This design comes from an exercise in tuning for small area, a short achievable clock period and few clock cycles per item on the open sky130 flow, not from production work. At most, simulation tests tie the RTL to the original design; equivalence was not proved. Power and IR drop assume default switching activity.

Setup of oak:
==> flow/design.v <==
module cache_controller(
    input  logic         clk,
    input  logic         rst_n,
    input  logic         read_req,      
    input  logic         write_req,     
    input  logic         cache_flush,   
    input  logic [31:0]  p_addr,        
    output logic [31:0]  m_addr,        
    input  logic [31:0]  p_w_data,      
    output logic [31:0]  p_r_data,      
    input  logic [127:0] m_r_data,      
    output logic [127:0] m_w_data,      
    input  logic         main_mem_ack,  
    output logic         mem_write,     
    output logic         mem_read,      
    output logic         stall,         
    output logic         p_ready        
);
    localparam PB = 3;      
    logic [127:0] line;     
    logic [27:0]  tag;      
    logic         valid;
    logic         dirty;
    logic         hit_r;    
    logic         miss_r;   
    logic         rd_r;     
    logic         wr_r;     
    logic         ack_r;    
    logic [3:0]   selm_r;   
    logic [3:0]   sell_r;   
    logic         rw, match, miss, fill_done, wb_done;
    logic [3:0]   word;     
    logic [3:0]   wsel;     
    logic [3:0]   fsel;     
    logic [3:0]   hold;     
    logic [127:0] line_d;
    assign rw    = read_req | write_req;
    assign match = valid && (tag == p_addr[31:4]);
    assign miss  = !(valid && (tag[PB-1:0] == p_addr[PB+3:4])) || miss_r;
    assign fill_done = rd_r && main_mem_ack;
    assign wb_done   = wr_r && main_mem_ack;
    assign mem_write = dirty && ((rw && miss) || cache_flush);
    assign mem_read  = rw && !dirty && miss;
    assign m_addr    = {(dirty ? tag : p_addr[31:4]), 4'b0000};
    assign m_w_data  = line;
    assign p_ready = (rw && hit_r) || (main_mem_ack && ack_r) || (cache_flush && !dirty);
    assign stall   = (read_req | write_req | cache_flush) & ~p_ready;
    always_comb begin
        p_r_data = 32'd0;
        for (int k = 0; k < 4; k++)
            p_r_data = p_r_data
                     | ({32{selm_r[k]}} & m_r_data[32*k +: 32])
                     | ({32{sell_r[k]}} & line[32*k +: 32]);
    end
    always_comb begin
        for (int k = 0; k < 4; k++) begin
            word[k] = (p_addr[3:2] == 2'(k));
            wsel[k] = write_req && word[k] && (hit_r || fill_done);
            fsel[k] = fill_done && !wsel[k];
            hold[k] = !wsel[k] && !fill_done;
            line_d[32*k +: 32] = ({32{hold[k]}} & line[32*k +: 32])
                               | ({32{wsel[k]}} & p_w_data)
                               | ({32{fsel[k]}} & m_r_data[32*k +: 32]);
        end
    end
    always_ff @(posedge clk) begin
        line   <= line_d;
        selm_r <= word & {4{mem_read && !main_mem_ack}};
        sell_r <= word & {4{!(mem_read && !main_mem_ack)}};
        if (fill_done)
            tag <= p_addr[31:4];
    end
    always_ff @(posedge clk or negedge rst_n) begin
        if (!rst_n) begin
            valid  <= 1'b0;
            dirty  <= 1'b0;
            hit_r  <= 1'b0;
            miss_r <= 1'b0;
            rd_r   <= 1'b0;
            wr_r   <= 1'b0;
            ack_r  <= 1'b0;
        end else begin
            hit_r  <= stall && match;
            miss_r <= stall && !match;
            rd_r   <= mem_read && !main_mem_ack;
            wr_r   <= mem_write && !main_mem_ack;
            ack_r  <= (mem_read || (mem_write && cache_flush)) && !main_mem_ack;
            if (fill_done)
                valid <= 1'b1;
            if (wb_done)
                dirty <= 1'b0;
            else if (write_req && (hit_r || fill_done))
                dirty <= 1'b1;
        end
    end
endmodule
==> flow/config.mk <==
export PLATFORM = sky130hd
export DESIGN_NAME = cache_controller
export DESIGN_NICKNAME = cache_controller
export VERILOG_FILES = /design/flow/design.v
export SDC_FILE = /design/flow/constraint.sdc
export NUM_CORES = 4
export LEC_CHECK = 0
export CAP_MARGIN = 20
export CORE_MARGIN = 2
export CORE_UTILIZATION = 60
export SETUP_SLACK_MARGIN = 2.8
export SLEW_MARGIN = 20
==> flow/constraint.sdc <==
create_clock -name core_clock -period 6.0 [get_ports {clk}]
set_input_delay 1.2000 -clock core_clock [delete_from_list [all_inputs] [get_ports {clk}]]
set_output_delay 1.2000 -clock core_clock [all_outputs]
set_load 0.01 [all_outputs]
standard.sh (not shown) runs the stock make flow with config.mk's settings and CLKGATE_MAP_FILE= SYNTH_SCRIPT=/design/flow/synth_recipe.tcl, a recipe that flattens the netlist after the stock synthesis.
==> flow/flow/run.sh <==
#!/bin/bash
# Standard layout, with plain buffers on the ports.
cp standard.sh standard_sh_copy.txt
export BUFFER_PORTS_ARGS="-buffer_cell sky130_fd_sc_hd__buf_1"
bash standard.sh > standard.log 2>&1
oak: full flow OK, the timing, design-rule and antenna checks passed
Testbench counts of oak, summed over its fixed seeds: cycles 67,648, items 12,008.
The inputs of pine differ from those of oak as listed below.
==> flow/design.v <==
module cache_controller(
    input  logic         clk,
    input  logic         rst_n,
    input  logic         read_req,      
    input  logic         write_req,     
    input  logic         cache_flush,   
    input  logic [31:0]  p_addr,        
    output logic [31:0]  m_addr,        
    input  logic [31:0]  p_w_data,      
    output logic [31:0]  p_r_data,      
    input  logic [127:0] m_r_data,      
    output logic [127:0] m_w_data,      
    input  logic         main_mem_ack,  
    output logic         mem_write,     
    output logic         mem_read,      
    output logic         stall,         
    output logic         p_ready        
);
    localparam PB = 3;      
    logic [127:0] line;     
    logic [27:0]  tag;      
    logic         valid;
    logic         dirty;
    logic         hit_r;    
    logic         miss_r;   
    logic         rd_r;     
    logic         wr_r;     
    logic         ack_r;    
    logic [3:0]   selm_r;   
    logic [3:0]   sell_r;   
    logic         rw, match, miss, fill_done, wb_done;
    logic [3:0]   word;     
    logic [3:0]   wsel;     
    logic [3:0]   fsel;     
    logic [3:0]   hold;     
    logic [127:0] line_d;
    assign rw    = read_req | write_req;
    assign match = valid && (tag == p_addr[31:4]);
    assign miss  = (tag[PB-1:0] != p_addr[PB+3:4]) || miss_r;
    assign fill_done = rd_r && main_mem_ack;
    assign wb_done   = wr_r && main_mem_ack;
    assign mem_write = dirty && ((rw && miss) || cache_flush);
    assign mem_read  = rw && !dirty && miss;
    assign m_addr    = {(dirty ? tag : p_addr[31:4]), 4'b0000};
    assign m_w_data  = line;
    assign p_ready = (rw && hit_r) || (main_mem_ack && ack_r) || (cache_flush && !dirty);
    assign stall   = (read_req | write_req | cache_flush) & ~p_ready;
    always_comb begin
        p_r_data = 32'd0;
        for (int k = 0; k < 4; k++)
            p_r_data = p_r_data
                     | ({32{selm_r[k]}} & m_r_data[32*k +: 32])
                     | ({32{sell_r[k]}} & line[32*k +: 32]);
    end
    always_comb begin
        for (int k = 0; k < 4; k++) begin
            word[k] = (p_addr[3:2] == 2'(k));
            wsel[k] = write_req && word[k] && (hit_r || fill_done);
            fsel[k] = fill_done && !wsel[k];
            hold[k] = !wsel[k] && !fill_done;
            line_d[32*k +: 32] = ({32{hold[k]}} & line[32*k +: 32])
                               | ({32{wsel[k]}} & p_w_data)
                               | ({32{fsel[k]}} & m_r_data[32*k +: 32]);
        end
    end
    always_ff @(posedge clk) begin
        line   <= line_d;
        selm_r <= word & {4{mem_read && !main_mem_ack}};
        sell_r <= word & {4{!(mem_read && !main_mem_ack)}};
        if (fill_done)
            tag <= p_addr[31:4];
    end
    always_ff @(posedge clk or negedge rst_n) begin
        if (!rst_n) begin
            valid  <= 1'b0;
            dirty  <= 1'b0;
            hit_r  <= 1'b0;
            miss_r <= 1'b1;
            rd_r   <= 1'b0;
            wr_r   <= 1'b0;
            ack_r  <= 1'b0;
        end else begin
            hit_r  <= stall && match;
            miss_r <= (stall && !match) || !(valid || fill_done);
            rd_r   <= mem_read && !main_mem_ack;
            wr_r   <= mem_write && !main_mem_ack;
            ack_r  <= (mem_read || (mem_write && cache_flush)) && !main_mem_ack;
            if (fill_done)
                valid <= 1'b1;
            if (wb_done)
                dirty <= 1'b0;
            else if (write_req && (hit_r || fill_done))
                dirty <= 1'b1;
        end
    end
endmodule
Results
- pine has completed all stages; timing, DRC and antenna checks passed.
- In the flow results for oak and pine, the sequential share of layout area is smaller on pine.
- The higher via-per-instance ratio came out of oak.
- Diff oak and pine: logic gate share of total power higher in pine
- As far as source-to-sink clock delay at the later pin of the worst-skew pair is concerned, pine and oak perform about the same.
- In the metrics for oak and pine, the one carrying the higher combined global-route utilization of all metal layers is oak.
- Changes observed in pine relative to oak: total power increased 4.1%; estimated wirelength of the detail-placed design -4.6%; area growth from synthesis to layout up 1.4 points.
Only the layout flow was run in pine; the RTL was not checked for function there.

## separate check: timing with driven ports
The results above use ideal ports. As a check the final layouts listed here were re-extracted and re-timed, cells and wires unchanged.
Step 1 sets driving cells, clkbuf_16 on the clock port and buf_2 on the other inputs (assumed; they add their load-dependent delay and slew).
Step 2 times the ports against the registers' clock, not the clock port: input delays grow and output delays shrink by t, the midpoint of the rising clock arrivals with the driver on.
Slacks: no drivers / after step 1 / after step 2; pairs: no drivers / after step 1.
run | t (ns) | setup slack, ns | hold WS [ns] | latest minus earliest clock arrival (ns) | worst data-port slew with drivers (ns)
oak | 0.468 | 2.708 / 2.670 / 2.617 | 0.450 / 0.450 / 0.450 | 0.010 / 0.010 | 0.08
pine | 0.470 | 2.610 / 2.568 / 2.143 | 0.417 / 0.417 / 0.417 | 0.008 / 0.008 | 0.08
After both steps setup and hold are still met in every run listed. The setup slack of pine, which loses most, moves by -0.042 ns with the drivers and by -0.467 ns with both steps.
